Context: an optimization exercise on an open-source flow, tuned for small area. The choices shown serve that exercise and are no tape-out recipe. In this exercise RTL edits were held to simulation tests only and were not proved equivalent to the original.

$ cat flow/config.mk
export PLATFORM = sky130hd
export DESIGN_NAME = processing_element
export DESIGN_NICKNAME = processing_element
export VERILOG_FILES = /design/flow/design.v
export SDC_FILE = /design/flow/constraint.sdc
export NUM_CORES = 4
export LEC_CHECK = 0
export CAP_MARGIN = 0
export CORE_MARGIN = 2
export CORE_UTILIZATION = 40
export CTS_BUF_LIST = sky130_fd_sc_hd__clkbuf_8
export GPL_TIMING_DRIVEN = 0
export SLEW_MARGIN = 0
export SYNTH_HIERARCHICAL = 1
$ cat flow/constraint.sdc
create_clock -name core_clock -period 6.5 [get_ports {clk}]
set_input_delay 1.3000 -clock core_clock [delete_from_list [all_inputs] [get_ports {clk}]]
set_output_delay 1.3000 -clock core_clock [all_outputs]
set_load 0.01 [all_outputs]
$ cat flow/design.v
module processing_element(activation, weight, out, clk, rst);
parameter NON_ZERO_WEIGHTS = 108,
          SPECIAL_CASE = 0,
          FRACTIONAL_BITS = 8,
          BIT_SIZE = 16;
output reg signed [BIT_SIZE-1:0] out;
input [BIT_SIZE-1:0] activation, weight;
input clk, rst;
reg [23:0] s_n;        
reg [15:0] d1, d2, d3, d4;   
function [6:0] lfsr_state;
  input integer k;
  integer i;
  begin
    lfsr_state = 7'd0;
    for (i = 0; i < k; i = i + 1)
      lfsr_state = {lfsr_state[5:0], ~(lfsr_state[6] ^ lfsr_state[5])};
  end
endfunction
localparam [6:0] LAST = lfsr_state(NON_ZERO_WEIGHTS - 1);
reg [6:0] cnt;       
reg valid;           
wire load = (cnt == 7'd0);
wire [23:0] nxt;
wire one1;
wire two2;
wire neg3;
wire none4;
wire ntwo5;
wire nx6;
wire nx7;
wire nx8;
wire nx9;
wire nx10;
wire nx11;
wire nx12;
wire nx13;
wire nx14;
wire nx15;
wire nx16;
wire nx17;
wire nx18;
wire nx19;
wire nx20;
wire nx21;
wire pp22;
wire pp23;
wire pp24;
wire pp25;
wire pp26;
wire pp27;
wire pp28;
wire pp29;
wire pp30;
wire pp31;
wire pp32;
wire pp33;
wire pp34;
wire pp35;
wire pp36;
wire pp37;
wire pp38;
wire one39;
wire two40;
wire neg41;
wire none42;
wire ntwo43;
wire nx44;
wire nx45;
wire nx46;
wire nx47;
wire nx48;
wire nx49;
wire nx50;
wire nx51;
wire nx52;
wire nx53;
wire nx54;
wire nx55;
wire nx56;
wire nx57;
wire nx58;
wire nx59;
wire pp60;
wire pp61;
wire pp62;
wire pp63;
wire pp64;
wire pp65;
wire pp66;
wire pp67;
wire pp68;
wire pp69;
wire pp70;
wire pp71;
wire pp72;
wire pp73;
wire pp74;
wire pp75;
wire pp76;
wire one77;
wire two78;
wire neg79;
wire none80;
wire ntwo81;
wire nx82;
wire nx83;
wire nx84;
wire nx85;
wire nx86;
wire nx87;
wire nx88;
wire nx89;
wire nx90;
wire nx91;
wire nx92;
wire nx93;
wire nx94;
wire nx95;
wire nx96;
wire nx97;
wire pp98;
wire pp99;
wire pp100;
wire pp101;
wire pp102;
wire pp103;
wire pp104;
wire pp105;
wire pp106;
wire pp107;
wire pp108;
wire pp109;
wire pp110;
wire pp111;
wire pp112;
wire pp113;
wire pp114;
wire one115;
wire two116;
wire neg117;
wire none118;
wire ntwo119;
wire nx120;
wire nx121;
wire nx122;
wire nx123;
wire nx124;
wire nx125;
wire nx126;
wire nx127;
wire nx128;
wire nx129;
wire nx130;
wire nx131;
wire nx132;
wire nx133;
wire nx134;
wire nx135;
wire pp136;
wire pp137;
wire pp138;
wire pp139;
wire pp140;
wire pp141;
wire pp142;
wire pp143;
wire pp144;
wire pp145;
wire pp146;
wire pp147;
wire pp148;
wire pp149;
wire pp150;
wire pp151;
wire pp152;
wire one153;
wire two154;
wire neg155;
wire none156;
wire ntwo157;
wire nx158;
wire nx159;
wire nx160;
wire nx161;
wire nx162;
wire nx163;
wire nx164;
wire nx165;
wire nx166;
wire nx167;
wire nx168;
wire nx169;
wire nx170;
wire nx171;
wire nx172;
wire nx173;
wire pp174;
wire pp175;
wire pp176;
wire pp177;
wire pp178;
wire pp179;
wire pp180;
wire pp181;
wire pp182;
wire pp183;
wire pp184;
wire pp185;
wire pp186;
wire pp187;
wire pp188;
wire pp189;
wire one190;
wire two191;
wire neg192;
wire none193;
wire ntwo194;
wire nx195;
wire nx196;
wire nx197;
wire nx198;
wire nx199;
wire nx200;
wire nx201;
wire nx202;
wire nx203;
wire nx204;
wire nx205;
wire nx206;
wire nx207;
wire nx208;
wire pp209;
wire pp210;
wire pp211;
wire pp212;
wire pp213;
wire pp214;
wire pp215;
wire pp216;
wire pp217;
wire pp218;
wire pp219;
wire pp220;
wire pp221;
wire pp222;
wire one223;
wire two224;
wire neg225;
wire none226;
wire ntwo227;
wire nx228;
wire nx229;
wire nx230;
wire nx231;
wire nx232;
wire nx233;
wire nx234;
wire nx235;
wire nx236;
wire nx237;
wire nx238;
wire nx239;
wire pp240;
wire pp241;
wire pp242;
wire pp243;
wire pp244;
wire pp245;
wire pp246;
wire pp247;
wire pp248;
wire pp249;
wire pp250;
wire pp251;
wire one252;
wire two253;
wire neg254;
wire none255;
wire ntwo256;
wire nx257;
wire nx258;
wire nx259;
wire nx260;
wire nx261;
wire nx262;
wire nx263;
wire nx264;
wire nx265;
wire nx266;
wire pp267;
wire pp268;
wire pp269;
wire pp270;
wire pp271;
wire pp272;
wire pp273;
wire pp274;
wire pp275;
wire pp276;
wire ac277;
wire ac278;
wire ac279;
wire ac280;
wire ac281;
wire ac282;
wire ac283;
wire ac284;
wire ac285;
wire ac286;
wire ac287;
wire ac288;
wire ac289;
wire ac290;
wire ac291;
wire ac292;
wire ac293;
wire ac294;
wire ac295;
wire ac296;
wire ac297;
wire ac298;
wire ac299;
wire ac300;
wire es301;
wire ec302;
wire es303;
wire ec304;
wire es305;
wire ec306;
wire es307;
wire fs308;
wire fc309;
wire fs310;
wire fc311;
wire fs312;
wire fc313;
wire fs314;
wire fc315;
wire fs316;
wire fc317;
wire fs318;
wire fc319;
wire fs320;
wire fc321;
wire fs322;
wire fc323;
wire fs324;
wire fc325;
wire fs326;
wire fc327;
wire fs328;
wire fc329;
wire fs330;
wire fc331;
wire fs332;
wire fc333;
wire fs334;
wire fc335;
wire fs336;
wire fc337;
wire fs338;
wire fc339;
wire fs340;
wire fc341;
wire fs342;
wire fc343;
wire fs344;
wire fc345;
wire fs346;
wire fc347;
wire hs348;
wire hc349;
wire fs350;
wire fc351;
wire fs352;
wire fc353;
wire fs354;
wire fc355;
wire fs356;
wire fc357;
wire fs358;
wire fc359;
wire fs360;
wire fc361;
wire fs362;
wire fc363;
wire fs364;
wire fc365;
wire fs366;
wire fc367;
wire fs368;
wire fc369;
wire fs370;
wire fc371;
wire fs372;
wire fc373;
wire fs374;
wire fc375;
wire fs376;
wire fc377;
wire fs378;
wire fc379;
wire fs380;
wire fc381;
wire fs382;
wire fc383;
wire hs384;
wire hc385;
wire fs386;
wire fc387;
wire fs388;
wire fc389;
wire fs390;
wire fc391;
wire fs392;
wire fc393;
wire fs394;
wire fc395;
wire fs396;
wire fc397;
wire fs398;
wire fs399;
wire fs400;
wire fc401;
wire fs402;
wire fc403;
wire fs404;
wire fc405;
wire fs406;
wire fc407;
wire fs408;
wire fc409;
wire fs410;
wire fc411;
wire fs412;
wire fc413;
wire fs414;
wire fc415;
wire fs416;
wire fc417;
wire hs418;
wire hc419;
wire fs420;
wire fc421;
wire hs422;
wire hc423;
wire fs424;
wire fc425;
wire fs426;
wire fc427;
wire fs428;
wire fc429;
wire fs430;
wire fc431;
wire fs432;
wire fc433;
wire fs434;
wire fc435;
wire fs436;
wire fc437;
wire fs438;
wire fc439;
wire fs440;
wire fc441;
wire fs442;
wire fc443;
wire fs444;
wire fc445;
wire fs446;
wire fc447;
wire fs448;
wire fc449;
wire fs450;
wire fc451;
wire fs452;
wire fc453;
wire fs454;
wire fc455;
wire fs456;
wire fc457;
wire hs458;
wire hc459;
wire fs460;
wire fc461;
wire fs462;
wire fs463;
wire fc464;
wire fs465;
wire fc466;
wire fs467;
wire fc468;
wire fs469;
wire fc470;
wire fs471;
wire fc472;
wire fs473;
wire fc474;
wire fs475;
wire fc476;
wire fs477;
wire fc478;
wire fs479;
wire fc480;
wire fs481;
wire fc482;
wire fs483;
wire fc484;
wire fs485;
wire fc486;
wire fs487;
wire fc488;
wire fs489;
wire fc490;
wire fs491;
wire fc492;
wire fs493;
wire fc494;
wire fs495;
wire fs496;
wire fc497;
wire fs498;
wire fc499;
wire fs500;
wire fc501;
wire fs502;
wire fc503;
wire fs504;
wire fc505;
wire fs506;
wire fc507;
wire fs508;
wire fc509;
wire fs510;
wire fc511;
wire fs512;
wire fc513;
wire fs514;
wire fc515;
wire fs516;
wire fc517;
wire fs518;
wire fc519;
wire hs520;
wire g521;
wire p522;
wire g523;
wire p524;
wire g525;
wire p526;
wire g527;
wire p528;
wire g529;
wire p530;
wire g531;
wire p532;
wire g533;
wire p534;
wire g535;
wire p536;
wire g537;
wire p538;
wire g539;
wire p540;
wire g541;
wire p542;
wire g543;
wire p544;
wire g545;
wire p546;
wire g547;
wire p548;
wire g549;
wire p550;
wire g551;
wire p552;
wire g553;
wire p554;
wire g555;
wire p556;
wire g557;
wire p558;
wire g559;
wire p560;
wire g561;
wire p562;
wire g563;
wire p564;
wire g565;
wire p566;
wire g567;
wire p568;
wire g569;
wire G570;
wire P571;
wire G572;
wire P573;
wire G574;
wire P575;
wire G576;
wire P577;
wire G578;
wire P579;
wire G580;
wire P581;
wire G582;
wire P583;
wire G584;
wire P585;
wire G586;
wire P587;
wire G588;
wire P589;
wire G590;
wire P591;
wire G592;
wire P593;
wire G594;
wire P595;
wire G596;
wire P597;
wire G598;
wire P599;
wire G600;
wire P601;
wire G602;
wire P603;
wire G604;
wire P605;
wire G606;
wire P607;
wire G608;
wire P609;
wire G610;
wire P611;
wire G612;
wire P613;
wire G614;
wire P615;
wire G616;
wire P617;
wire G618;
wire P619;
wire G620;
wire P621;
wire G622;
wire P623;
wire G624;
wire P625;
wire G626;
wire P627;
wire G628;
wire P629;
wire G630;
wire P631;
wire G632;
wire P633;
wire G634;
wire P635;
wire G636;
wire P637;
wire G638;
wire P639;
wire G640;
wire P641;
wire G642;
wire P643;
wire G644;
wire P645;
wire G646;
wire P647;
wire G648;
wire P649;
wire G650;
wire P651;
wire G652;
wire P653;
wire G654;
wire P655;
wire G656;
wire P657;
wire G658;
wire P659;
wire G660;
wire P661;
wire G662;
wire P663;
wire G664;
wire P665;
wire G666;
wire P667;
wire G668;
wire P669;
wire G670;
wire P671;
wire G672;
wire P673;
assign one1 = weight[0] ^ 1'b0;
assign two2 = (weight[1] & ~weight[0] & ~1'b0) | (~weight[1] & weight[0] & 1'b0);
assign neg3 = weight[1] & ~(weight[0] & 1'b0);
assign none4 = ~one1;
assign ntwo5 = ~two2;
assign nx6 = ~(activation[0] ^ weight[1]);
assign nx7 = ~(activation[1] ^ weight[1]);
assign nx8 = ~(activation[2] ^ weight[1]);
assign nx9 = ~(activation[3] ^ weight[1]);
assign nx10 = ~(activation[4] ^ weight[1]);
assign nx11 = ~(activation[5] ^ weight[1]);
assign nx12 = ~(activation[6] ^ weight[1]);
assign nx13 = ~(activation[7] ^ weight[1]);
assign nx14 = ~(activation[8] ^ weight[1]);
assign nx15 = ~(activation[9] ^ weight[1]);
assign nx16 = ~(activation[10] ^ weight[1]);
assign nx17 = ~(activation[11] ^ weight[1]);
assign nx18 = ~(activation[12] ^ weight[1]);
assign nx19 = ~(activation[13] ^ weight[1]);
assign nx20 = ~(activation[14] ^ weight[1]);
assign nx21 = ~(activation[15] ^ weight[1]);
assign pp22 = ((one1 & ~nx6) | (two2 & weight[1]));
pe_o22ai u_sel1 (.a(none4), .b(nx7), .c(ntwo5), .d(nx6), .y(pp23));
pe_o22ai u_sel2 (.a(none4), .b(nx8), .c(ntwo5), .d(nx7), .y(pp24));
pe_o22ai u_sel3 (.a(none4), .b(nx9), .c(ntwo5), .d(nx8), .y(pp25));
pe_o22ai u_sel4 (.a(none4), .b(nx10), .c(ntwo5), .d(nx9), .y(pp26));
pe_o22ai u_sel5 (.a(none4), .b(nx11), .c(ntwo5), .d(nx10), .y(pp27));
pe_o22ai u_sel6 (.a(none4), .b(nx12), .c(ntwo5), .d(nx11), .y(pp28));
pe_o22ai u_sel7 (.a(none4), .b(nx13), .c(ntwo5), .d(nx12), .y(pp29));
pe_o22ai u_sel8 (.a(none4), .b(nx14), .c(ntwo5), .d(nx13), .y(pp30));
pe_o22ai u_sel9 (.a(none4), .b(nx15), .c(ntwo5), .d(nx14), .y(pp31));
pe_o22ai u_sel10 (.a(none4), .b(nx16), .c(ntwo5), .d(nx15), .y(pp32));
pe_o22ai u_sel11 (.a(none4), .b(nx17), .c(ntwo5), .d(nx16), .y(pp33));
pe_o22ai u_sel12 (.a(none4), .b(nx18), .c(ntwo5), .d(nx17), .y(pp34));
pe_o22ai u_sel13 (.a(none4), .b(nx19), .c(ntwo5), .d(nx18), .y(pp35));
pe_o22ai u_sel14 (.a(none4), .b(nx20), .c(ntwo5), .d(nx19), .y(pp36));
pe_o22ai u_sel15 (.a(none4), .b(nx21), .c(ntwo5), .d(nx20), .y(pp37));
pe_o22a u_sel16 (.a(none4), .b(nx21), .c(ntwo5), .d(nx21), .y(pp38));
assign one39 = weight[2] ^ weight[1];
assign two40 = (weight[3] & ~weight[2] & ~weight[1]) | (~weight[3] & weight[2] & weight[1]);
assign neg41 = weight[3] & ~(weight[2] & weight[1]);
assign none42 = ~one39;
assign ntwo43 = ~two40;
assign nx44 = ~(activation[0] ^ weight[3]);
assign nx45 = ~(activation[1] ^ weight[3]);
assign nx46 = ~(activation[2] ^ weight[3]);
assign nx47 = ~(activation[3] ^ weight[3]);
assign nx48 = ~(activation[4] ^ weight[3]);
assign nx49 = ~(activation[5] ^ weight[3]);
assign nx50 = ~(activation[6] ^ weight[3]);
assign nx51 = ~(activation[7] ^ weight[3]);
assign nx52 = ~(activation[8] ^ weight[3]);
assign nx53 = ~(activation[9] ^ weight[3]);
assign nx54 = ~(activation[10] ^ weight[3]);
assign nx55 = ~(activation[11] ^ weight[3]);
assign nx56 = ~(activation[12] ^ weight[3]);
assign nx57 = ~(activation[13] ^ weight[3]);
assign nx58 = ~(activation[14] ^ weight[3]);
assign nx59 = ~(activation[15] ^ weight[3]);
assign pp60 = ((one39 & ~nx44) | (two40 & weight[3]));
pe_o22ai u_sel17 (.a(none42), .b(nx45), .c(ntwo43), .d(nx44), .y(pp61));
pe_o22ai u_sel18 (.a(none42), .b(nx46), .c(ntwo43), .d(nx45), .y(pp62));
pe_o22ai u_sel19 (.a(none42), .b(nx47), .c(ntwo43), .d(nx46), .y(pp63));
pe_o22ai u_sel20 (.a(none42), .b(nx48), .c(ntwo43), .d(nx47), .y(pp64));
pe_o22ai u_sel21 (.a(none42), .b(nx49), .c(ntwo43), .d(nx48), .y(pp65));
pe_o22ai u_sel22 (.a(none42), .b(nx50), .c(ntwo43), .d(nx49), .y(pp66));
pe_o22ai u_sel23 (.a(none42), .b(nx51), .c(ntwo43), .d(nx50), .y(pp67));
pe_o22ai u_sel24 (.a(none42), .b(nx52), .c(ntwo43), .d(nx51), .y(pp68));
pe_o22ai u_sel25 (.a(none42), .b(nx53), .c(ntwo43), .d(nx52), .y(pp69));
pe_o22ai u_sel26 (.a(none42), .b(nx54), .c(ntwo43), .d(nx53), .y(pp70));
pe_o22ai u_sel27 (.a(none42), .b(nx55), .c(ntwo43), .d(nx54), .y(pp71));
pe_o22ai u_sel28 (.a(none42), .b(nx56), .c(ntwo43), .d(nx55), .y(pp72));
pe_o22ai u_sel29 (.a(none42), .b(nx57), .c(ntwo43), .d(nx56), .y(pp73));
pe_o22ai u_sel30 (.a(none42), .b(nx58), .c(ntwo43), .d(nx57), .y(pp74));
pe_o22ai u_sel31 (.a(none42), .b(nx59), .c(ntwo43), .d(nx58), .y(pp75));
pe_o22a u_sel32 (.a(none42), .b(nx59), .c(ntwo43), .d(nx59), .y(pp76));
assign one77 = weight[4] ^ weight[3];
assign two78 = (weight[5] & ~weight[4] & ~weight[3]) | (~weight[5] & weight[4] & weight[3]);
assign neg79 = weight[5] & ~(weight[4] & weight[3]);
assign none80 = ~one77;
assign ntwo81 = ~two78;
assign nx82 = ~(activation[0] ^ weight[5]);
assign nx83 = ~(activation[1] ^ weight[5]);
assign nx84 = ~(activation[2] ^ weight[5]);
assign nx85 = ~(activation[3] ^ weight[5]);
assign nx86 = ~(activation[4] ^ weight[5]);
assign nx87 = ~(activation[5] ^ weight[5]);
assign nx88 = ~(activation[6] ^ weight[5]);
assign nx89 = ~(activation[7] ^ weight[5]);
assign nx90 = ~(activation[8] ^ weight[5]);
assign nx91 = ~(activation[9] ^ weight[5]);
assign nx92 = ~(activation[10] ^ weight[5]);
assign nx93 = ~(activation[11] ^ weight[5]);
assign nx94 = ~(activation[12] ^ weight[5]);
assign nx95 = ~(activation[13] ^ weight[5]);
assign nx96 = ~(activation[14] ^ weight[5]);
assign nx97 = ~(activation[15] ^ weight[5]);
assign pp98 = ((one77 & ~nx82) | (two78 & weight[5]));
pe_o22ai u_sel33 (.a(none80), .b(nx83), .c(ntwo81), .d(nx82), .y(pp99));
pe_o22ai u_sel34 (.a(none80), .b(nx84), .c(ntwo81), .d(nx83), .y(pp100));
pe_o22ai u_sel35 (.a(none80), .b(nx85), .c(ntwo81), .d(nx84), .y(pp101));
pe_o22ai u_sel36 (.a(none80), .b(nx86), .c(ntwo81), .d(nx85), .y(pp102));
pe_o22ai u_sel37 (.a(none80), .b(nx87), .c(ntwo81), .d(nx86), .y(pp103));
pe_o22ai u_sel38 (.a(none80), .b(nx88), .c(ntwo81), .d(nx87), .y(pp104));
pe_o22ai u_sel39 (.a(none80), .b(nx89), .c(ntwo81), .d(nx88), .y(pp105));
pe_o22ai u_sel40 (.a(none80), .b(nx90), .c(ntwo81), .d(nx89), .y(pp106));
pe_o22ai u_sel41 (.a(none80), .b(nx91), .c(ntwo81), .d(nx90), .y(pp107));
pe_o22ai u_sel42 (.a(none80), .b(nx92), .c(ntwo81), .d(nx91), .y(pp108));
pe_o22ai u_sel43 (.a(none80), .b(nx93), .c(ntwo81), .d(nx92), .y(pp109));
pe_o22ai u_sel44 (.a(none80), .b(nx94), .c(ntwo81), .d(nx93), .y(pp110));
pe_o22ai u_sel45 (.a(none80), .b(nx95), .c(ntwo81), .d(nx94), .y(pp111));
pe_o22ai u_sel46 (.a(none80), .b(nx96), .c(ntwo81), .d(nx95), .y(pp112));
pe_o22ai u_sel47 (.a(none80), .b(nx97), .c(ntwo81), .d(nx96), .y(pp113));
pe_o22a u_sel48 (.a(none80), .b(nx97), .c(ntwo81), .d(nx97), .y(pp114));
assign one115 = weight[6] ^ weight[5];
assign two116 = (weight[7] & ~weight[6] & ~weight[5]) | (~weight[7] & weight[6] & weight[5]);
assign neg117 = weight[7] & ~(weight[6] & weight[5]);
assign none118 = ~one115;
assign ntwo119 = ~two116;
assign nx120 = ~(activation[0] ^ weight[7]);
assign nx121 = ~(activation[1] ^ weight[7]);
assign nx122 = ~(activation[2] ^ weight[7]);
assign nx123 = ~(activation[3] ^ weight[7]);
assign nx124 = ~(activation[4] ^ weight[7]);
assign nx125 = ~(activation[5] ^ weight[7]);
assign nx126 = ~(activation[6] ^ weight[7]);
assign nx127 = ~(activation[7] ^ weight[7]);
assign nx128 = ~(activation[8] ^ weight[7]);
assign nx129 = ~(activation[9] ^ weight[7]);
assign nx130 = ~(activation[10] ^ weight[7]);
assign nx131 = ~(activation[11] ^ weight[7]);
assign nx132 = ~(activation[12] ^ weight[7]);
assign nx133 = ~(activation[13] ^ weight[7]);
assign nx134 = ~(activation[14] ^ weight[7]);
assign nx135 = ~(activation[15] ^ weight[7]);
assign pp136 = ((one115 & ~nx120) | (two116 & weight[7]));
pe_o22ai u_sel49 (.a(none118), .b(nx121), .c(ntwo119), .d(nx120), .y(pp137));
pe_o22ai u_sel50 (.a(none118), .b(nx122), .c(ntwo119), .d(nx121), .y(pp138));
pe_o22ai u_sel51 (.a(none118), .b(nx123), .c(ntwo119), .d(nx122), .y(pp139));
pe_o22ai u_sel52 (.a(none118), .b(nx124), .c(ntwo119), .d(nx123), .y(pp140));
pe_o22ai u_sel53 (.a(none118), .b(nx125), .c(ntwo119), .d(nx124), .y(pp141));
pe_o22ai u_sel54 (.a(none118), .b(nx126), .c(ntwo119), .d(nx125), .y(pp142));
pe_o22ai u_sel55 (.a(none118), .b(nx127), .c(ntwo119), .d(nx126), .y(pp143));
pe_o22ai u_sel56 (.a(none118), .b(nx128), .c(ntwo119), .d(nx127), .y(pp144));
pe_o22ai u_sel57 (.a(none118), .b(nx129), .c(ntwo119), .d(nx128), .y(pp145));
pe_o22ai u_sel58 (.a(none118), .b(nx130), .c(ntwo119), .d(nx129), .y(pp146));
pe_o22ai u_sel59 (.a(none118), .b(nx131), .c(ntwo119), .d(nx130), .y(pp147));
pe_o22ai u_sel60 (.a(none118), .b(nx132), .c(ntwo119), .d(nx131), .y(pp148));
pe_o22ai u_sel61 (.a(none118), .b(nx133), .c(ntwo119), .d(nx132), .y(pp149));
pe_o22ai u_sel62 (.a(none118), .b(nx134), .c(ntwo119), .d(nx133), .y(pp150));
pe_o22ai u_sel63 (.a(none118), .b(nx135), .c(ntwo119), .d(nx134), .y(pp151));
pe_o22a u_sel64 (.a(none118), .b(nx135), .c(ntwo119), .d(nx135), .y(pp152));
assign one153 = weight[8] ^ weight[7];
assign two154 = (weight[9] & ~weight[8] & ~weight[7]) | (~weight[9] & weight[8] & weight[7]);
assign neg155 = weight[9] & ~(weight[8] & weight[7]);
assign none156 = ~one153;
assign ntwo157 = ~two154;
assign nx158 = ~(activation[0] ^ weight[9]);
assign nx159 = ~(activation[1] ^ weight[9]);
assign nx160 = ~(activation[2] ^ weight[9]);
assign nx161 = ~(activation[3] ^ weight[9]);
assign nx162 = ~(activation[4] ^ weight[9]);
assign nx163 = ~(activation[5] ^ weight[9]);
assign nx164 = ~(activation[6] ^ weight[9]);
assign nx165 = ~(activation[7] ^ weight[9]);
assign nx166 = ~(activation[8] ^ weight[9]);
assign nx167 = ~(activation[9] ^ weight[9]);
assign nx168 = ~(activation[10] ^ weight[9]);
assign nx169 = ~(activation[11] ^ weight[9]);
assign nx170 = ~(activation[12] ^ weight[9]);
assign nx171 = ~(activation[13] ^ weight[9]);
assign nx172 = ~(activation[14] ^ weight[9]);
assign nx173 = ~(activation[15] ^ weight[9]);
assign pp174 = ((one153 & ~nx158) | (two154 & weight[9]));
pe_o22ai u_sel65 (.a(none156), .b(nx159), .c(ntwo157), .d(nx158), .y(pp175));
pe_o22ai u_sel66 (.a(none156), .b(nx160), .c(ntwo157), .d(nx159), .y(pp176));
pe_o22ai u_sel67 (.a(none156), .b(nx161), .c(ntwo157), .d(nx160), .y(pp177));
pe_o22ai u_sel68 (.a(none156), .b(nx162), .c(ntwo157), .d(nx161), .y(pp178));
pe_o22ai u_sel69 (.a(none156), .b(nx163), .c(ntwo157), .d(nx162), .y(pp179));
pe_o22ai u_sel70 (.a(none156), .b(nx164), .c(ntwo157), .d(nx163), .y(pp180));
pe_o22ai u_sel71 (.a(none156), .b(nx165), .c(ntwo157), .d(nx164), .y(pp181));
pe_o22ai u_sel72 (.a(none156), .b(nx166), .c(ntwo157), .d(nx165), .y(pp182));
pe_o22ai u_sel73 (.a(none156), .b(nx167), .c(ntwo157), .d(nx166), .y(pp183));
pe_o22ai u_sel74 (.a(none156), .b(nx168), .c(ntwo157), .d(nx167), .y(pp184));
pe_o22ai u_sel75 (.a(none156), .b(nx169), .c(ntwo157), .d(nx168), .y(pp185));
pe_o22ai u_sel76 (.a(none156), .b(nx170), .c(ntwo157), .d(nx169), .y(pp186));
pe_o22ai u_sel77 (.a(none156), .b(nx171), .c(ntwo157), .d(nx170), .y(pp187));
pe_o22ai u_sel78 (.a(none156), .b(nx172), .c(ntwo157), .d(nx171), .y(pp188));
pe_o22ai u_sel79 (.a(none156), .b(nx173), .c(ntwo157), .d(nx172), .y(pp189));
assign one190 = weight[10] ^ weight[9];
assign two191 = (weight[11] & ~weight[10] & ~weight[9]) | (~weight[11] & weight[10] & weight[9]);
assign neg192 = weight[11] & ~(weight[10] & weight[9]);
assign none193 = ~one190;
assign ntwo194 = ~two191;
assign nx195 = ~(activation[0] ^ weight[11]);
assign nx196 = ~(activation[1] ^ weight[11]);
assign nx197 = ~(activation[2] ^ weight[11]);
assign nx198 = ~(activation[3] ^ weight[11]);
assign nx199 = ~(activation[4] ^ weight[11]);
assign nx200 = ~(activation[5] ^ weight[11]);
assign nx201 = ~(activation[6] ^ weight[11]);
assign nx202 = ~(activation[7] ^ weight[11]);
assign nx203 = ~(activation[8] ^ weight[11]);
assign nx204 = ~(activation[9] ^ weight[11]);
assign nx205 = ~(activation[10] ^ weight[11]);
assign nx206 = ~(activation[11] ^ weight[11]);
assign nx207 = ~(activation[12] ^ weight[11]);
assign nx208 = ~(activation[13] ^ weight[11]);
assign pp209 = ((one190 & ~nx195) | (two191 & weight[11]));
pe_o22ai u_sel80 (.a(none193), .b(nx196), .c(ntwo194), .d(nx195), .y(pp210));
pe_o22ai u_sel81 (.a(none193), .b(nx197), .c(ntwo194), .d(nx196), .y(pp211));
pe_o22ai u_sel82 (.a(none193), .b(nx198), .c(ntwo194), .d(nx197), .y(pp212));
pe_o22ai u_sel83 (.a(none193), .b(nx199), .c(ntwo194), .d(nx198), .y(pp213));
pe_o22ai u_sel84 (.a(none193), .b(nx200), .c(ntwo194), .d(nx199), .y(pp214));
pe_o22ai u_sel85 (.a(none193), .b(nx201), .c(ntwo194), .d(nx200), .y(pp215));
pe_o22ai u_sel86 (.a(none193), .b(nx202), .c(ntwo194), .d(nx201), .y(pp216));
pe_o22ai u_sel87 (.a(none193), .b(nx203), .c(ntwo194), .d(nx202), .y(pp217));
pe_o22ai u_sel88 (.a(none193), .b(nx204), .c(ntwo194), .d(nx203), .y(pp218));
pe_o22ai u_sel89 (.a(none193), .b(nx205), .c(ntwo194), .d(nx204), .y(pp219));
pe_o22ai u_sel90 (.a(none193), .b(nx206), .c(ntwo194), .d(nx205), .y(pp220));
pe_o22ai u_sel91 (.a(none193), .b(nx207), .c(ntwo194), .d(nx206), .y(pp221));
pe_o22ai u_sel92 (.a(none193), .b(nx208), .c(ntwo194), .d(nx207), .y(pp222));
assign one223 = weight[12] ^ weight[11];
assign two224 = (weight[13] & ~weight[12] & ~weight[11]) | (~weight[13] & weight[12] & weight[11]);
assign neg225 = weight[13] & ~(weight[12] & weight[11]);
assign none226 = ~one223;
assign ntwo227 = ~two224;
assign nx228 = ~(activation[0] ^ weight[13]);
assign nx229 = ~(activation[1] ^ weight[13]);
assign nx230 = ~(activation[2] ^ weight[13]);
assign nx231 = ~(activation[3] ^ weight[13]);
assign nx232 = ~(activation[4] ^ weight[13]);
assign nx233 = ~(activation[5] ^ weight[13]);
assign nx234 = ~(activation[6] ^ weight[13]);
assign nx235 = ~(activation[7] ^ weight[13]);
assign nx236 = ~(activation[8] ^ weight[13]);
assign nx237 = ~(activation[9] ^ weight[13]);
assign nx238 = ~(activation[10] ^ weight[13]);
assign nx239 = ~(activation[11] ^ weight[13]);
assign pp240 = ((one223 & ~nx228) | (two224 & weight[13]));
pe_o22ai u_sel93 (.a(none226), .b(nx229), .c(ntwo227), .d(nx228), .y(pp241));
pe_o22ai u_sel94 (.a(none226), .b(nx230), .c(ntwo227), .d(nx229), .y(pp242));
pe_o22ai u_sel95 (.a(none226), .b(nx231), .c(ntwo227), .d(nx230), .y(pp243));
pe_o22ai u_sel96 (.a(none226), .b(nx232), .c(ntwo227), .d(nx231), .y(pp244));
pe_o22ai u_sel97 (.a(none226), .b(nx233), .c(ntwo227), .d(nx232), .y(pp245));
pe_o22ai u_sel98 (.a(none226), .b(nx234), .c(ntwo227), .d(nx233), .y(pp246));
pe_o22ai u_sel99 (.a(none226), .b(nx235), .c(ntwo227), .d(nx234), .y(pp247));
pe_o22ai u_sel100 (.a(none226), .b(nx236), .c(ntwo227), .d(nx235), .y(pp248));
pe_o22ai u_sel101 (.a(none226), .b(nx237), .c(ntwo227), .d(nx236), .y(pp249));
pe_o22ai u_sel102 (.a(none226), .b(nx238), .c(ntwo227), .d(nx237), .y(pp250));
pe_o22ai u_sel103 (.a(none226), .b(nx239), .c(ntwo227), .d(nx238), .y(pp251));
assign one252 = weight[14] ^ weight[13];
assign two253 = (weight[15] & ~weight[14] & ~weight[13]) | (~weight[15] & weight[14] & weight[13]);
assign neg254 = weight[15] & ~(weight[14] & weight[13]);
assign none255 = ~one252;
assign ntwo256 = ~two253;
assign nx257 = ~(activation[0] ^ weight[15]);
assign nx258 = ~(activation[1] ^ weight[15]);
assign nx259 = ~(activation[2] ^ weight[15]);
assign nx260 = ~(activation[3] ^ weight[15]);
assign nx261 = ~(activation[4] ^ weight[15]);
assign nx262 = ~(activation[5] ^ weight[15]);
assign nx263 = ~(activation[6] ^ weight[15]);
assign nx264 = ~(activation[7] ^ weight[15]);
assign nx265 = ~(activation[8] ^ weight[15]);
assign nx266 = ~(activation[9] ^ weight[15]);
assign pp267 = ((one252 & ~nx257) | (two253 & weight[15]));
pe_o22ai u_sel104 (.a(none255), .b(nx258), .c(ntwo256), .d(nx257), .y(pp268));
pe_o22ai u_sel105 (.a(none255), .b(nx259), .c(ntwo256), .d(nx258), .y(pp269));
pe_o22ai u_sel106 (.a(none255), .b(nx260), .c(ntwo256), .d(nx259), .y(pp270));
pe_o22ai u_sel107 (.a(none255), .b(nx261), .c(ntwo256), .d(nx260), .y(pp271));
pe_o22ai u_sel108 (.a(none255), .b(nx262), .c(ntwo256), .d(nx261), .y(pp272));
pe_o22ai u_sel109 (.a(none255), .b(nx263), .c(ntwo256), .d(nx262), .y(pp273));
pe_o22ai u_sel110 (.a(none255), .b(nx264), .c(ntwo256), .d(nx263), .y(pp274));
pe_o22ai u_sel111 (.a(none255), .b(nx265), .c(ntwo256), .d(nx264), .y(pp275));
pe_o22ai u_sel112 (.a(none255), .b(nx266), .c(ntwo256), .d(nx265), .y(pp276));
assign ac277 = ~(s_n[0] | load);
assign ac278 = ~(s_n[1] | load);
assign ac279 = ~(s_n[2] | load);
assign ac280 = ~(s_n[3] | load);
assign ac281 = ~(s_n[4] | load);
assign ac282 = ~(s_n[5] | load);
assign ac283 = ~(s_n[6] | load);
assign ac284 = ~(s_n[7] | load);
assign ac285 = ~(s_n[8] | load);
assign ac286 = ~(s_n[9] | load);
assign ac287 = ~(s_n[10] | load);
assign ac288 = ~(s_n[11] | load);
assign ac289 = ~(s_n[12] | load);
assign ac290 = ~(s_n[13] | load);
assign ac291 = ~(s_n[14] | load);
assign ac292 = ~(s_n[15] | load);
assign ac293 = ~(s_n[16] | load);
assign ac294 = ~(s_n[17] | load);
assign ac295 = ~(s_n[18] | load);
assign ac296 = ~(s_n[19] | load);
assign ac297 = ~(s_n[20] | load);
assign ac298 = ~(s_n[21] | load);
assign ac299 = ~(s_n[22] | load);
assign ac300 = ~(s_n[23] | load);
pe_ha u_ha113 (.a(ac291), .b(neg254), .s(es301), .co(ec302));
pe_ha u_ha114 (.a(ac292), .b(ec302), .s(es303), .co(ec304));
assign es305 = ~(ac293 ^ ec304);
assign ec306 = ac293 | ec304;
assign es307 = ~ac294;
pe_fa u_fa115 (.a(ac279), .b(neg41), .c(pp24), .s(fs308), .co(fc309));
pe_fa u_fa116 (.a(ac280), .b(pp25), .c(pp61), .s(fs310), .co(fc311));
pe_fa u_fa117 (.a(ac281), .b(neg79), .c(pp26), .s(fs312), .co(fc313));
pe_fa u_fa118 (.a(ac282), .b(pp27), .c(pp63), .s(fs314), .co(fc315));
pe_fa u_fa119 (.a(ac283), .b(neg117), .c(pp28), .s(fs316), .co(fc317));
pe_fa u_fa120 (.a(pp64), .b(pp100), .c(pp136), .s(fs318), .co(fc319));
pe_fa u_fa121 (.a(ac284), .b(pp29), .c(pp65), .s(fs320), .co(fc321));
pe_fa u_fa122 (.a(ac285), .b(neg155), .c(pp30), .s(fs322), .co(fc323));
pe_fa u_fa123 (.a(pp66), .b(pp102), .c(pp138), .s(fs324), .co(fc325));
pe_fa u_fa124 (.a(ac286), .b(pp31), .c(pp67), .s(fs326), .co(fc327));
pe_fa u_fa125 (.a(pp103), .b(pp139), .c(pp175), .s(fs328), .co(fc329));
pe_fa u_fa126 (.a(ac287), .b(neg192), .c(pp32), .s(fs330), .co(fc331));
pe_fa u_fa127 (.a(pp68), .b(pp104), .c(pp140), .s(fs332), .co(fc333));
pe_fa u_fa128 (.a(ac288), .b(pp33), .c(pp69), .s(fs334), .co(fc335));
pe_fa u_fa129 (.a(pp105), .b(pp141), .c(pp177), .s(fs336), .co(fc337));
pe_fa u_fa130 (.a(ac289), .b(neg225), .c(pp34), .s(fs338), .co(fc339));
pe_fa u_fa131 (.a(pp70), .b(pp106), .c(pp142), .s(fs340), .co(fc341));
pe_fa u_fa132 (.a(pp178), .b(pp211), .c(pp240), .s(fs342), .co(fc343));
pe_fa u_fa133 (.a(ac290), .b(pp35), .c(pp71), .s(fs344), .co(fc345));
pe_fa u_fa134 (.a(pp107), .b(pp143), .c(pp179), .s(fs346), .co(fc347));
pe_ha u_ha135 (.a(pp212), .b(pp241), .s(hs348), .co(hc349));
pe_fa u_fa136 (.a(es301), .b(pp36), .c(pp72), .s(fs350), .co(fc351));
pe_fa u_fa137 (.a(pp108), .b(pp144), .c(pp180), .s(fs352), .co(fc353));
pe_fa u_fa138 (.a(pp213), .b(pp242), .c(pp267), .s(fs354), .co(fc355));
pe_fa u_fa139 (.a(es303), .b(pp37), .c(pp73), .s(fs356), .co(fc357));
pe_fa u_fa140 (.a(pp109), .b(pp145), .c(pp181), .s(fs358), .co(fc359));
pe_fa u_fa141 (.a(pp214), .b(pp243), .c(pp268), .s(fs360), .co(fc361));
pe_fa u_fa142 (.a(pp38), .b(pp74), .c(pp110), .s(fs362), .co(fc363));
pe_fa u_fa143 (.a(pp146), .b(pp182), .c(pp215), .s(fs364), .co(fc365));
pe_fa u_fa144 (.a(pp244), .b(pp269), .c(es305), .s(fs366), .co(fc367));
pe_fa u_fa145 (.a(es307), .b(pp75), .c(pp111), .s(fs368), .co(fc369));
pe_fa u_fa146 (.a(pp147), .b(pp183), .c(pp216), .s(fs370), .co(fc371));
pe_fa u_fa147 (.a(pp245), .b(pp270), .c(ec306), .s(fs372), .co(fc373));
pe_fa u_fa148 (.a(ac295), .b(ac294), .c(pp76), .s(fs374), .co(fc375));
pe_fa u_fa149 (.a(pp112), .b(pp148), .c(pp184), .s(fs376), .co(fc377));
pe_fa u_fa150 (.a(pp217), .b(pp246), .c(pp271), .s(fs378), .co(fc379));
pe_fa u_fa151 (.a(1'b1), .b(ac296), .c(pp113), .s(fs380), .co(fc381));
pe_fa u_fa152 (.a(pp149), .b(pp185), .c(pp218), .s(fs382), .co(fc383));
pe_ha u_ha153 (.a(pp247), .b(pp272), .s(hs384), .co(hc385));
pe_fa u_fa154 (.a(ac297), .b(pp114), .c(pp150), .s(fs386), .co(fc387));
pe_fa u_fa155 (.a(pp186), .b(pp219), .c(pp248), .s(fs388), .co(fc389));
pe_fa u_fa156 (.a(1'b1), .b(ac298), .c(pp151), .s(fs390), .co(fc391));
pe_fa u_fa157 (.a(pp187), .b(pp220), .c(pp249), .s(fs392), .co(fc393));
pe_fa u_fa158 (.a(ac299), .b(pp152), .c(pp188), .s(fs394), .co(fc395));
pe_fa u_fa159 (.a(pp221), .b(pp250), .c(pp275), .s(fs396), .co(fc397));
assign fs398 = 1'b1 ^ ac300 ^ pp189;
assign fs399 = pp222 ^ pp251 ^ pp276;
pe_fa u_fa160 (.a(pp62), .b(pp98), .c(fc311), .s(fs400), .co(fc401));
pe_fa u_fa161 (.a(pp99), .b(fc313), .c(fs314), .s(fs402), .co(fc403));
pe_fa u_fa162 (.a(fc315), .b(fs316), .c(fs318), .s(fs404), .co(fc405));
pe_fa u_fa163 (.a(pp101), .b(pp137), .c(fc317), .s(fs406), .co(fc407));
pe_fa u_fa164 (.a(pp174), .b(fc321), .c(fs322), .s(fs408), .co(fc409));
pe_fa u_fa165 (.a(fc323), .b(fc325), .c(fs326), .s(fs410), .co(fc411));
pe_fa u_fa166 (.a(pp176), .b(pp209), .c(fc327), .s(fs412), .co(fc413));
pe_fa u_fa167 (.a(fc329), .b(fs330), .c(fs332), .s(fs414), .co(fc415));
pe_fa u_fa168 (.a(pp210), .b(fc331), .c(fc333), .s(fs416), .co(fc417));
pe_ha u_ha169 (.a(fs334), .b(fs336), .s(hs418), .co(hc419));
pe_fa u_fa170 (.a(fc335), .b(fc337), .c(fs338), .s(fs420), .co(fc421));
pe_ha u_ha171 (.a(fs340), .b(fs342), .s(hs422), .co(hc423));
pe_fa u_fa172 (.a(hs348), .b(fc339), .c(fc341), .s(fs424), .co(fc425));
pe_fa u_fa173 (.a(fc343), .b(fs344), .c(fs346), .s(fs426), .co(fc427));
pe_fa u_fa174 (.a(hc349), .b(fc345), .c(fc347), .s(fs428), .co(fc429));
pe_fa u_fa175 (.a(fs350), .b(fs352), .c(fs354), .s(fs430), .co(fc431));
pe_fa u_fa176 (.a(fc351), .b(fc353), .c(fc355), .s(fs432), .co(fc433));
pe_fa u_fa177 (.a(fs356), .b(fs358), .c(fs360), .s(fs434), .co(fc435));
pe_fa u_fa178 (.a(fc357), .b(fc359), .c(fc361), .s(fs436), .co(fc437));
pe_fa u_fa179 (.a(fs362), .b(fs364), .c(fs366), .s(fs438), .co(fc439));
pe_fa u_fa180 (.a(fc363), .b(fc365), .c(fs368), .s(fs440), .co(fc441));
pe_fa u_fa181 (.a(fs370), .b(fc367), .c(fs372), .s(fs442), .co(fc443));
pe_fa u_fa182 (.a(fc369), .b(fc371), .c(fs374), .s(fs444), .co(fc445));
pe_fa u_fa183 (.a(fs376), .b(fs378), .c(fc373), .s(fs446), .co(fc447));
pe_fa u_fa184 (.a(hs384), .b(fc375), .c(fc377), .s(fs448), .co(fc449));
pe_fa u_fa185 (.a(fc379), .b(fs380), .c(fs382), .s(fs450), .co(fc451));
pe_fa u_fa186 (.a(pp273), .b(hc385), .c(fc381), .s(fs452), .co(fc453));
pe_fa u_fa187 (.a(fc383), .b(fs386), .c(fs388), .s(fs454), .co(fc455));
pe_fa u_fa188 (.a(pp274), .b(fc387), .c(fc389), .s(fs456), .co(fc457));
pe_ha u_ha189 (.a(fs390), .b(fs392), .s(hs458), .co(hc459));
pe_fa u_fa190 (.a(fc391), .b(fc393), .c(fs394), .s(fs460), .co(fc461));
assign fs462 = fc395 ^ fc397 ^ fs398;
pe_fa u_fa191 (.a(fc319), .b(fs320), .c(fc405), .s(fs463), .co(fc464));
pe_fa u_fa192 (.a(fs324), .b(fc407), .c(fs408), .s(fs465), .co(fc466));
pe_fa u_fa193 (.a(fs328), .b(fc409), .c(fs410), .s(fs467), .co(fc468));
pe_fa u_fa194 (.a(fc411), .b(fs412), .c(fs414), .s(fs469), .co(fc470));
pe_fa u_fa195 (.a(hs418), .b(fc413), .c(fc415), .s(fs471), .co(fc472));
pe_fa u_fa196 (.a(hc419), .b(hs422), .c(fc417), .s(fs473), .co(fc474));
pe_fa u_fa197 (.a(hc423), .b(fc421), .c(fs424), .s(fs475), .co(fc476));
pe_fa u_fa198 (.a(fc425), .b(fc427), .c(fs428), .s(fs477), .co(fc478));
pe_fa u_fa199 (.a(fc429), .b(fc431), .c(fs432), .s(fs479), .co(fc480));
pe_fa u_fa200 (.a(fc433), .b(fc435), .c(fs436), .s(fs481), .co(fc482));
pe_fa u_fa201 (.a(fc437), .b(fs440), .c(fc439), .s(fs483), .co(fc484));
pe_fa u_fa202 (.a(fc441), .b(fs444), .c(fc443), .s(fs485), .co(fc486));
pe_fa u_fa203 (.a(fc445), .b(fs448), .c(fc447), .s(fs487), .co(fc488));
pe_fa u_fa204 (.a(fc449), .b(fc451), .c(fs452), .s(fs489), .co(fc490));
pe_fa u_fa205 (.a(hs458), .b(fc453), .c(fc455), .s(fs491), .co(fc492));
pe_fa u_fa206 (.a(fs396), .b(hc459), .c(fc457), .s(fs493), .co(fc494));
assign fs495 = fs399 ^ fc461 ^ fs462;
pe_fa u_fa207 (.a(fs416), .b(fc470), .c(fs471), .s(fs496), .co(fc497));
pe_fa u_fa208 (.a(fs420), .b(fc472), .c(fs473), .s(fs498), .co(fc499));
pe_fa u_fa209 (.a(fs426), .b(fc474), .c(fs475), .s(fs500), .co(fc501));
pe_fa u_fa210 (.a(fs430), .b(fc476), .c(fs477), .s(fs502), .co(fc503));
pe_fa u_fa211 (.a(fs434), .b(fc478), .c(fs479), .s(fs504), .co(fc505));
pe_fa u_fa212 (.a(fs438), .b(fc480), .c(fs481), .s(fs506), .co(fc507));
pe_fa u_fa213 (.a(fs442), .b(fc482), .c(fs483), .s(fs508), .co(fc509));
pe_fa u_fa214 (.a(fs446), .b(fc484), .c(fs485), .s(fs510), .co(fc511));
pe_fa u_fa215 (.a(fs450), .b(fc486), .c(fs487), .s(fs512), .co(fc513));
pe_fa u_fa216 (.a(fs454), .b(fc488), .c(fs489), .s(fs514), .co(fc515));
pe_fa u_fa217 (.a(fs456), .b(fc490), .c(fs491), .s(fs516), .co(fc517));
pe_fa u_fa218 (.a(fs460), .b(fc492), .c(fs493), .s(fs518), .co(fc519));
assign hs520 = fc494 ^ fs495;
assign g521 = neg3 & pp22;
assign p522 = neg3 ^ pp22;
assign g523 = ac278 & pp23;
assign p524 = ac278 ^ pp23;
assign g525 = pp60 & fs308;
assign p526 = pp60 ^ fs308;
assign g527 = fc309 & fs310;
assign p528 = fc309 ^ fs310;
assign g529 = fs312 & fs400;
assign p530 = fs312 ^ fs400;
assign g531 = fc401 & fs402;
assign p532 = fc401 ^ fs402;
assign g533 = fc403 & fs404;
assign p534 = fc403 ^ fs404;
assign g535 = fs406 & fs463;
assign p536 = fs406 ^ fs463;
assign g537 = fc464 & fs465;
assign p538 = fc464 ^ fs465;
assign g539 = fc466 & fs467;
assign p540 = fc466 ^ fs467;
assign g541 = fc468 & fs469;
assign p542 = fc468 ^ fs469;
assign g543 = fs496 & 1'b0;
assign p544 = fs496 ^ 1'b0;
assign g545 = fc497 & fs498;
assign p546 = fc497 ^ fs498;
assign g547 = fc499 & fs500;
assign p548 = fc499 ^ fs500;
assign g549 = fc501 & fs502;
assign p550 = fc501 ^ fs502;
assign g551 = fc503 & fs504;
assign p552 = fc503 ^ fs504;
assign g553 = fc505 & fs506;
assign p554 = fc505 ^ fs506;
assign g555 = fc507 & fs508;
assign p556 = fc507 ^ fs508;
assign g557 = fc509 & fs510;
assign p558 = fc509 ^ fs510;
assign g559 = fc511 & fs512;
assign p560 = fc511 ^ fs512;
assign g561 = fc513 & fs514;
assign p562 = fc513 ^ fs514;
assign g563 = fc515 & fs516;
assign p564 = fc515 ^ fs516;
assign g565 = fc517 & fs518;
assign p566 = fc517 ^ fs518;
assign g567 = fc519 & hs520;
assign p568 = fc519 ^ hs520;
assign g569 = (neg3 & pp22) | (neg3 & ac277) | (pp22 & ac277);
assign G570 = g523 | (p524 & g569);
assign P571 = p524 & p522;
assign G572 = g527 | (p528 & g525);
assign P573 = p528 & p526;
assign G574 = g531 | (p532 & g529);
assign P575 = p532 & p530;
assign G576 = g535 | (p536 & g533);
assign P577 = p536 & p534;
assign G578 = g539 | (p540 & g537);
assign P579 = p540 & p538;
assign G580 = g543 | (p544 & g541);
assign P581 = p544 & p542;
assign G582 = g547 | (p548 & g545);
assign P583 = p548 & p546;
assign G584 = g551 | (p552 & g549);
assign P585 = p552 & p550;
assign G586 = g555 | (p556 & g553);
assign P587 = p556 & p554;
assign G588 = g559 | (p560 & g557);
assign P589 = p560 & p558;
assign G590 = g563 | (p564 & g561);
assign P591 = p564 & p562;
assign G592 = g567 | (p568 & g565);
assign P593 = p568 & p566;
assign G594 = g525 | (p526 & G570);
assign P595 = p526 & P571;
assign G596 = G572 | (P573 & G570);
assign P597 = P573 & P571;
assign G598 = g533 | (p534 & G574);
assign P599 = p534 & P575;
assign G600 = G576 | (P577 & G574);
assign P601 = P577 & P575;
assign G602 = g541 | (p542 & G578);
assign P603 = p542 & P579;
assign G604 = G580 | (P581 & G578);
assign P605 = P581 & P579;
assign G606 = g549 | (p550 & G582);
assign P607 = p550 & P583;
assign G608 = G584 | (P585 & G582);
assign P609 = P585 & P583;
assign G610 = g557 | (p558 & G586);
assign P611 = p558 & P587;
assign G612 = G588 | (P589 & G586);
assign P613 = P589 & P587;
assign G614 = g565 | (p566 & G590);
assign P615 = p566 & P591;
assign G616 = G592 | (P593 & G590);
assign P617 = P593 & P591;
assign G618 = g529 | (p530 & G596);
assign P619 = p530 & P597;
assign G620 = G574 | (P575 & G596);
assign P621 = P575 & P597;
assign G622 = G598 | (P599 & G596);
assign P623 = P599 & P597;
assign G624 = G600 | (P601 & G596);
assign P625 = P601 & P597;
assign G626 = g545 | (p546 & G604);
assign P627 = p546 & P605;
assign G628 = G582 | (P583 & G604);
assign P629 = P583 & P605;
assign G630 = G606 | (P607 & G604);
assign P631 = P607 & P605;
assign G632 = G608 | (P609 & G604);
assign P633 = P609 & P605;
assign G634 = g561 | (p562 & G612);
assign P635 = p562 & P613;
assign G636 = G590 | (P591 & G612);
assign P637 = P591 & P613;
assign G638 = G614 | (P615 & G612);
assign P639 = P615 & P613;
assign G640 = G616 | (P617 & G612);
assign P641 = P617 & P613;
assign G642 = g537 | (p538 & G624);
assign P643 = p538 & P625;
assign G644 = G578 | (P579 & G624);
assign P645 = P579 & P625;
assign G646 = G602 | (P603 & G624);
assign P647 = P603 & P625;
assign G648 = G604 | (P605 & G624);
assign P649 = P605 & P625;
assign G650 = G626 | (P627 & G624);
assign P651 = P627 & P625;
assign G652 = G628 | (P629 & G624);
assign P653 = P629 & P625;
assign G654 = G630 | (P631 & G624);
assign P655 = P631 & P625;
assign G656 = G632 | (P633 & G624);
assign P657 = P633 & P625;
assign G658 = g553 | (p554 & G656);
assign P659 = p554 & P657;
assign G660 = G586 | (P587 & G656);
assign P661 = P587 & P657;
assign G662 = G610 | (P611 & G656);
assign P663 = P611 & P657;
assign G664 = G612 | (P613 & G656);
assign P665 = P613 & P657;
assign G666 = G634 | (P635 & G656);
assign P667 = P635 & P657;
assign G668 = G636 | (P637 & G656);
assign P669 = P637 & P657;
assign G670 = G638 | (P639 & G656);
assign P671 = P639 & P657;
assign G672 = G640 | (P641 & G656);
assign P673 = P641 & P657;
assign nxt[0] = p522 ^ ac277;
assign nxt[1] = (p524 ^ g569);
assign nxt[2] = (p526 ^ G570);
assign nxt[3] = (p528 ^ G594);
assign nxt[4] = (p530 ^ G596);
assign nxt[5] = (p532 ^ G618);
assign nxt[6] = (p534 ^ G620);
assign nxt[7] = (p536 ^ G622);
assign nxt[8] = (p538 ^ G624);
assign nxt[9] = (p540 ^ G642);
assign nxt[10] = (p542 ^ G644);
assign nxt[11] = (p544 ^ G646);
assign nxt[12] = (p546 ^ G648);
assign nxt[13] = (p548 ^ G650);
assign nxt[14] = (p550 ^ G652);
assign nxt[15] = (p552 ^ G654);
assign nxt[16] = (p554 ^ G656);
assign nxt[17] = (p556 ^ G658);
assign nxt[18] = (p558 ^ G660);
assign nxt[19] = (p560 ^ G662);
assign nxt[20] = (p562 ^ G664);
assign nxt[21] = (p564 ^ G666);
assign nxt[22] = (p566 ^ G668);
assign nxt[23] = (p568 ^ G670);
always @(posedge clk) begin
  s_n <= ~nxt;
  d1 <= s_n[FRACTIONAL_BITS+15:FRACTIONAL_BITS];
  d2 <= d1;
  d3 <= d2;
  d4 <= d3;
  if (!rst) begin
    cnt <= 0;
    valid <= 1'b0;
    out <= 0;
  end else begin
    cnt <= (cnt == LAST) ? 7'd0 : {cnt[5:0], ~(cnt[6] ^ cnt[5])};
    valid <= valid | cnt[3];    
    out <= valid ? ~d4 : 16'd0;
  end
end
endmodule
module pe_fa(a, b, c, s, co);
input a, b, c;
output s, co;
assign s = a ^ b ^ c;
assign co = (a & b) | (a & c) | (b & c);
endmodule
module pe_o22ai(a, b, c, d, y);
input a, b, c, d;
output y;
assign y = ~((a | b) & (c | d));
endmodule
module pe_o22a(a, b, c, d, y);
input a, b, c, d;
output y;
assign y = (a | b) & (c | d);
endmodule
module pe_ha(a, b, s, co);
input a, b;
output s, co;
assign s = a ^ b;
assign co = a & b;
endmodule
$ cat flow/flow/run.sh
#!/bin/bash
# The standard layout (standard.sh, unchanged synthesis) with a few ORFS knobs:
#  - ports buffered with the smallest buffer instead of ORFS's default pick,
#  - synthesis buffers removed before placement (repair_design re-buffers),
#  - power recovery (downsizing of non-critical cells) after global routing,
#  - CTS without dummy load cells.
# All tool output goes to standard_flow.log here and ORFS's own logs under orfs/logs.
set -euo pipefail
export BUFFER_PORTS_ARGS="-buffer_cell sky130_fd_sc_hd__buf_1"
export REMOVE_ABC_BUFFERS=1
export RECOVER_POWER=100
export CTS_ARGS="-sink_clustering_enable -sink_clustering_size 30 -sink_clustering_max_diameter 300 -repair_clock_nets -buf_list sky130_fd_sc_hd__clkbuf_8 -dont_use_dummy_load"
bash standard.sh > standard_flow.log 2>&1
$ cat flow/standard.sh
#!/bin/bash
# synth_recipe.tcl (not shown) runs the flow's synth.tcl, then flattens the netlist and writes it again
# the make line also repeats each setting of config.mk as NAME=value (left out here)
make -C /OpenROAD-flow-scripts/flow DESIGN_CONFIG=/design/flow/config.mk WORK_HOME=/design/flow/orfs CLKGATE_MAP_FILE= SYNTH_SCRIPT=/design/flow/synth_recipe.tcl "${@:-finish}"
==> run summary, run 1 <==
Run status:
- The flow ran to the end and the layout has no timing, DRC or antenna violations.

Clock tree:
- In this run the number of H-tree levels came out at 3.
- Counting every sink on the clock net gives approximately 110.
- The total CTS buffers is 9.
- Buffers added to address setup during post-CTS repair amount to 0.
- The clock transition at the registers of the reported paths is 0.11 ns.
- TritonCTS built the clock tree.
- The number of gates resized after cts is 13.
- The count of hold buffers inserted by post-cts repair is 0.
- The clock passes through at most 2 buffers.
- The source-to-sink clock delay at the later pin of the worst-skew pair is roughly 0.37 ns.
- Clock tree synthesis selected as its root buffer the cell sky130_fd_sc_hd__clkbuf_8.

Timing:
- The maximum clock frequency is ~160 MHz.
- The worst-case headroom to the max-slew limit is ~30%.
- The worst setup skew after layout is between 0.04 and 0.05 ns.
- Setup repair after global routing left no endpoint under its margin.
- The count of endpoints failing hold in the final timing report was 0.
- The number of max-slew violations in the final report is 0.
- The final critical path time including I/O delays and setup is 6.23 ns.
- At the pin with the least slew margin, the transition time is roughly 1.1 ns.
- The share of the cycle needed by the critical path after routing is 95.8%.
- The total setup violations reported at the end of the flow is 0.
- The tightest hold path in the finished design has a slack of between 0.3 and 0.4 ns.

Route:
- The ratio of routed vias to standard cells is between 5 and 6.
- The first TritonRoute pass finished after 4 iterations.
- The routed design has approximately 15000 um of wire.
- The count of routing violations after the opening detailed-route iteration is about 210.
- The count of nets left with antenna violations after detail routing is 0.
- In the final routed layout, each cell accounts on average for about 15 um.
- The total number of vias is approximately 5000.
- After detailed routing, the number of remaining DRC violations is 0.

Flow run:
- Max-cap violations in this run came to 0.

Die:
- The number of core rows is 51.
- The overall die height is 144 um.
- The die covers 20700 um^2.
- The initial utilization of the core area, before any placement, comes to about 41%.
- The count of boundary I/O pins is 50.
- The area of the core region is about 19000 um^2.
- The horizontal extent of the die is around 140 um.

Worst setup path:
- The most common cell type on the critical path is sky130_fd_sc_hd__fa_1.
- Data on the critical path arrives at its endpoint at between 6 and 7 ns.
- The endpoint identified for the worst register-to-register timing path is s_n[22].
- The nature of the critical path startpoint is an input port.
- The setup path with the least slack is of type input port to register.
- For the worst flop-to-flop path, the logic depth is 21.
- At the worst endpoint, the required time is 6.74 ns.
- Traced cell by cell, the critical path runs through clkbuf_1 > ha_1 > inv_1 > o22ai_1 > nand2_1 > o21ai_1 > fa_1 > fa_1 > fa_1 > fa_1 > ha_1 > a21oi_1 > o21ai_0 > a21oi_2 > inv_2 > fa_1 > xnor2_1.
- Across all register-to-register paths, the minimum setup slack is ~0.8 ns.
- In this run the worst path has a maximum fanout of 19.
- The library cell contributing the largest single delay on the critical path is sky130_fd_sc_hd__clkbuf_1.
- The worst register-to-register path begins at cnt[3].
- The worst setup path is captured at a register.
- In this design, the stage delay of the slowest critical-path cell is 0.76 ns.

Yosys:
- The number of register bits inferred by synthesis is ~110.
- After synthesis, flip-flops and latches occupy between 20% and 30% of the total area.
- The cell count after synthesis came out at about 720.
- The main flop type after synthesis is sky130_fd_sc_hd__dfxtp_1.
- During synthesis, Yosys emitted a total of 7 warnings.
- Counting flops with a built-in enable in the synthesized netlist gives 0.
- The synthesized area per cell is between 10 and 15 um^2.
- The number of different library cells used by synthesis comes to between 40 and 50.
- The fraction of synthesis flops using an asynchronous set or reset pin is 0%.
- The post-synthesis instance area is ~7800 um^2.

GRT:
- After global routing the overflow that remains totals 0.
- The initial antenna violation count is 0.
- The first global-routing pass estimated 25800 um of wire.
- For this run, the total global-route usage over all layers was measured as roughly 16%.
- The largest net degree at the start of global routing is 25.
- The number of global-route vias before repair is ~5000.

Finish:
- Cells with a size suffix above 1 make up under 10% of the layout.
- The count of cells in the finished layout, fillers not included, comes to slightly above 1000.
- The most frequent standard cell in the layout excluding fill and tap cells is sky130_fd_sc_hd__xnor2_1.
- At the end of the flow, the number of nets in the layout was 923.
- Relative to the synthesized area, the layout overhead comes to 7.24%.
- The number of antenna diodes in the final layout is 0.
- In the layout the commonest cells are sky130_fd_sc_hd__xnor2_1 (136), sky130_fd_sc_hd__dfxtp_1 (112), sky130_fd_sc_hd__o22ai_1 (110).

Place:
- The HPWL after detailed placement is 13200 um.
- Routability-driven placement finished with a final weighted congestion of roughly 0.86.
- The number of input and output port buffers inserted is slightly below 50.
- The cell total after placement is 1003.

Min path:
- The hold path startpoint is d1[10].
- The hold-critical path depth is 0.
- The worst hold path class is register to register.
- The path with the worst hold slack has its endpoint at d2[10].
==> synth_stat cells (all sizes together) (4+ instances only) <==
library cell / count / area [um^2]
o21ai: 6 / 30.0
a21o: 6 / 45.0
inv: 25 / 93.8
ha: 35 / 438
dfxtp: 112 / 2240
xnor2: 136 / 1190
clkbuf: 28 / 105
fa: 105 / 2100
o21bai: 5 / 37.5
nor2b: 14 / 87.6
and2: 6 / 37.5
a21oi: 15 / 82.6
o22ai: 110 / 688
buf: 9 / 36.3
nor2: 48 / 180
nand2: 13 / 48.8
o22a: 4 / 35.0
xor2: 6 / 52.6
nor3b: 7 / 57.6
or2: 6 / 40.0
==> critical path: cells and delay by family <==
kind	cells	cell delay, ns
fa+ha+maj	7	3.05
buf+inv	3	1.07
compound gates	5	0.81
xor+xnor	1	0.13
simple gates	1	0.11
==> metal layers <==
layer / part of all wire, % / vias up / global-route usage (%)
li1: - / 2520 / -
met1: 50 / 2452 / 23.0
met2: 44 / 112 / 25.4
met3: 5.1 / 13 / 2.02
met4: 1.2 / 0 / 3.66
met5: 0 / - / 0
==> registers in the layout, indices dropped and copies added (netlist names) <==
register and flops:
s_n 24, out 16, valid 1, d1 16, d2 16, cnt 7
d4 16, d3 16
==> cell families after synthesis <==
logic type / count (synthesis) / synth area share, %
compound gates: 162 / 13.4
xor+xnor: 142 / 15.9
fa+ha+maj: 140 / 32.4
flops: 112 / 28.6
simple gates: 105 / 6.70
buf+inv: 62 / 3.00
other cells: 1 / 0.0478
==> area by class of cell <==
type                            count  area (um^2)
Clock buffer                        9          124
Inverter                           25         93.8
Timing Repair Buffer               50          225
Multi-Input combinational cell    551         5400
Sequential cell                   112         2240
Fill cell                        1888        10900
Tap cell                          265          332
==> per-module statistics from Yosys, one instance, submodules excluded <==
module / cell area, um^2 / copies in the design
pe_ha: 12.5 / 7
processing_element: 5060 / 1
pe_o22a: 8.76 / 4
pe_fa: 20.0 / 99
pe_o22ai: 6.26 / 108
==> worst max path at each step <==
| stage | end | start | cells after the start | slack (ns) |
|---|---|---|---|---|
| 3_5_place_dp | s_n[17] | weight[3] | 15 | -0.76 |
| 5_1_grt | s_n[17] | weight[13] | 17 | 0.03 |
| 4_1_cts | s_n[17] | weight[11] | 15 | 0.04 |
| 6_report | s_n[17] | weight[13] | 17 | 0.27 |
| 2_1_floorplan | s_n[22] | cnt[0] | 20 | 0.72 |
| 3_3_place_gp | s_n[17] | weight[1] | 15 | -0.70 |
==> stage by stage <==
stage | setup TNS [ns] | instance area, um^2 | worst slack (ns) | util [%]
after floorplan | 0 | 7710 | 0.724 | -
after global placement | -5.70 | 8220 | -0.699 | 42.5
after detailed placement | -6.37 | 8250 | -0.762 | 42.7
after CTS | 0 | 8420 | 0.0350 | 43.6
after global routing | 0 | 8410 | 0.0262 | 43.5
final | 0 | 8410 | 0.272 | 43.5
==> run 2: changes to the inputs <==
--- a/flow/flow/run.sh
+++ b/flow/flow/run.sh
@@ -9,5 +9,6 @@
 export BUFFER_PORTS_ARGS="-buffer_cell sky130_fd_sc_hd__buf_1"
 export REMOVE_ABC_BUFFERS=1
 export RECOVER_POWER=100
-export CTS_ARGS="-sink_clustering_enable -sink_clustering_size 30 -sink_clustering_max_diameter 300 -repair_clock_nets -buf_list sky130_fd_sc_hd__clkbuf_8 -dont_use_dummy_load"
+export SKIP_CTS_REPAIR_TIMING=1
+export CTS_ARGS="-sink_clustering_enable -repair_clock_nets -buf_list sky130_fd_sc_hd__clkbuf_8 -dont_use_dummy_load"
 bash standard.sh > standard_flow.log 2>&1
==> run 2 against run 1 <==
  * Still clean
  * Utilization is 0.071 points higher
  * Register-to-register slack about the same
  * Critical path depth stayed put
  * Clock skew is essentially flat
  * Flip-flop and latch count unchanged
  * Largest cell class unchanged
==> run summary, run 2 <==
Run status:
- Run status: complete, no violations (unchanged).

Route:
- The count of nets left with antenna violations after detail routing was 0 (unchanged).
- The total length of routed wires was 15300 um (was 15400 um).

Min path:
- The endpoint with the worst hold slack is d2[10] (unchanged).

Finish:
- The core occupancy in the finished layout came to 43.6% (was 43.5%).

Worst setup path:
- The data arrival time at the worst-slack endpoint is 6.47 ns (about the same).
- The number of cells on the worst reg-to-reg path is 21 (unchanged).
- The nature of the critical path startpoint is an input port (unchanged).
- The most common cell type on the critical path is sky130_fd_sc_hd__fa_1 (unchanged).

Timing:
- The number of max-slew violations in the final report came to 0 (unchanged).
- The count of endpoints failing hold in the final timing report is 0 (unchanged).
- The worst setup skew after layout was 0.0450 ns (about the same).

GRT:
- The number of global-route vias before repair is 4994 (was 5024).
- The largest net degree at the start of global routing is 25 (unchanged).

Yosys:
- The area share of and/or/nand/nor cells after synthesis came to 6.70% (unchanged).
- The fraction of synthesized cell area in xor and xnor cells is 15.9% (unchanged).
- The compound-cell area share of the yosys netlist is 13.4% (unchanged).
- The share of synthesized area spent on multiplexers came to 0% (unchanged).
- Top cells by count, synth: sky130_fd_sc_hd__xnor2_1 (136), sky130_fd_sc_hd__dfxtp_1 (112), sky130_fd_sc_hd__o22ai_1 (110) (unchanged).
- The fraction of synthesis flops using an asynchronous set or reset pin is 0% (unchanged).

Die:
- The horizontal extent of the die is 144 um (unchanged).

Clock tree:
- The maximum buffer depth of the clock tree came to 2 (unchanged).
## run 2: cell counts after synthesis
No cell type changed its count.
## run 2: per-module statistics from Yosys (local to each module, per instance)
module,copies in the design,cells inside,flip-flops and latches,cell area (um^2)
pe_fa,99,1,0,20.0
pe_ha,7,1,0,12.5
pe_o22a,4,1,0,8.76
pe_o22ai,108,1,0,6.26
processing_element,1,506,112,5060
## run 2: how the worst max path moves through the flow
stage	start	cells past startpoint	slack, ns	end
after floorplan	cnt[0]	20	0.72	s_n[22]
after global placement	weight[1]	15	-0.70	s_n[17]
after detailed placement	weight[3]	15	-0.76	s_n[17]
after CTS	weight[3]	15	-0.38	s_n[17]
after global routing	weight[13]	17	0.03	s_n[17]
final	weight[13]	17	0.27	s_n[17]
## run 2: cell families (layout without fill, tap and decap cells)
| family | Yosys count | count (layout) |
|---|---|---|
| XOR/XNOR | 142 | 142 |
| AND/OR/NAND/NOR | 105 | 105 |
| flip-flops | 112 | 112 |
| buffers and inverters | 62 | 86 |
| adder cells (fa/ha/maj) | 140 | 140 |
| other | 1 | 2 |
| AO/OA/AOI/OAI | 162 | 162 |
## run 2: worst max-delay path, delay by kind of cell
kind / cells / cell delay [ns]
and+or+nand+nor: 1 / 0.11
adders and majority gates: 7 / 3.03
AOI/OAI and AO/OA: 5 / 0.81
buffers and inverters: 3 / 1.07
xor gates and xnor gates: 1 / 0.13
## run 2: routing by layer
layer / GRT usage [%] / up-vias / routed length (um)
li1: - / 2525 / -
met1: 23.1 / 2470 / 7690
met2: 25.2 / 92 / 6750
met3: 2.02 / 15 / 663
met4: 3.66 / 0 / 204
met5: 0 / - / 0
## run 2: layout make-up
type                    instances  area, um^2
fillers                      1886       10900
multi-input cells             551        5390
flip-flops and latches        112        2240
well taps                     265         332
repair buffers                 52         246
clock buffers                   9         124
inverters                      25        93.8
## run 2: metrics by stage
| step | setup TNS, ns | setup WS [ns] | cell area (um^2) | hold slack, ns |
|---|---|---|---|---|
| global route | 0 | 0.0262 | 8430 | 0.307 |
| floorplan | 0 | 0.724 | 7710 | 0.310 |
| detailed placement | -6.37 | -0.762 | 8250 | 0.312 |
| CTS | -2.15 | -0.378 | 8370 | 0.304 |
| global placement | -5.70 | -0.699 | 8220 | 0.312 |
| finish | 0 | 0.274 | 8430 | 0.301 |

[what the ideal ports hide]
How much do the figures lean on ideal ports? The routed layouts below were timed once more, with nothing changed but the port constraints. Step 1 sets driving cells, clkbuf_16 on the clock port and buf_2 on the other inputs (assumed; they add their load-dependent delay and slew). Step 2 times the ports against the registers' clock, not the clock port: input delays grow and output delays shrink by t, the midpoint of the rising clock arrivals with the driver on. Three values: ideal ports, drivers, drivers and shift; two values: the first two.
run	t (ns)	slack for setup (ns)	worst setup path after step 2	slew at the worst register clock pin (ns)	cell pins on the clock port's net
run 1	0.383	0.272 / 0.276 / -0.107	input to register	0.11 / 0.11	1
run 2	0.383	0.274 / 0.278 / -0.105	input to register	0.11 / 0.11	1
With both steps, setup timing fails in run 1 and run 2, where it was met with ideal ports.
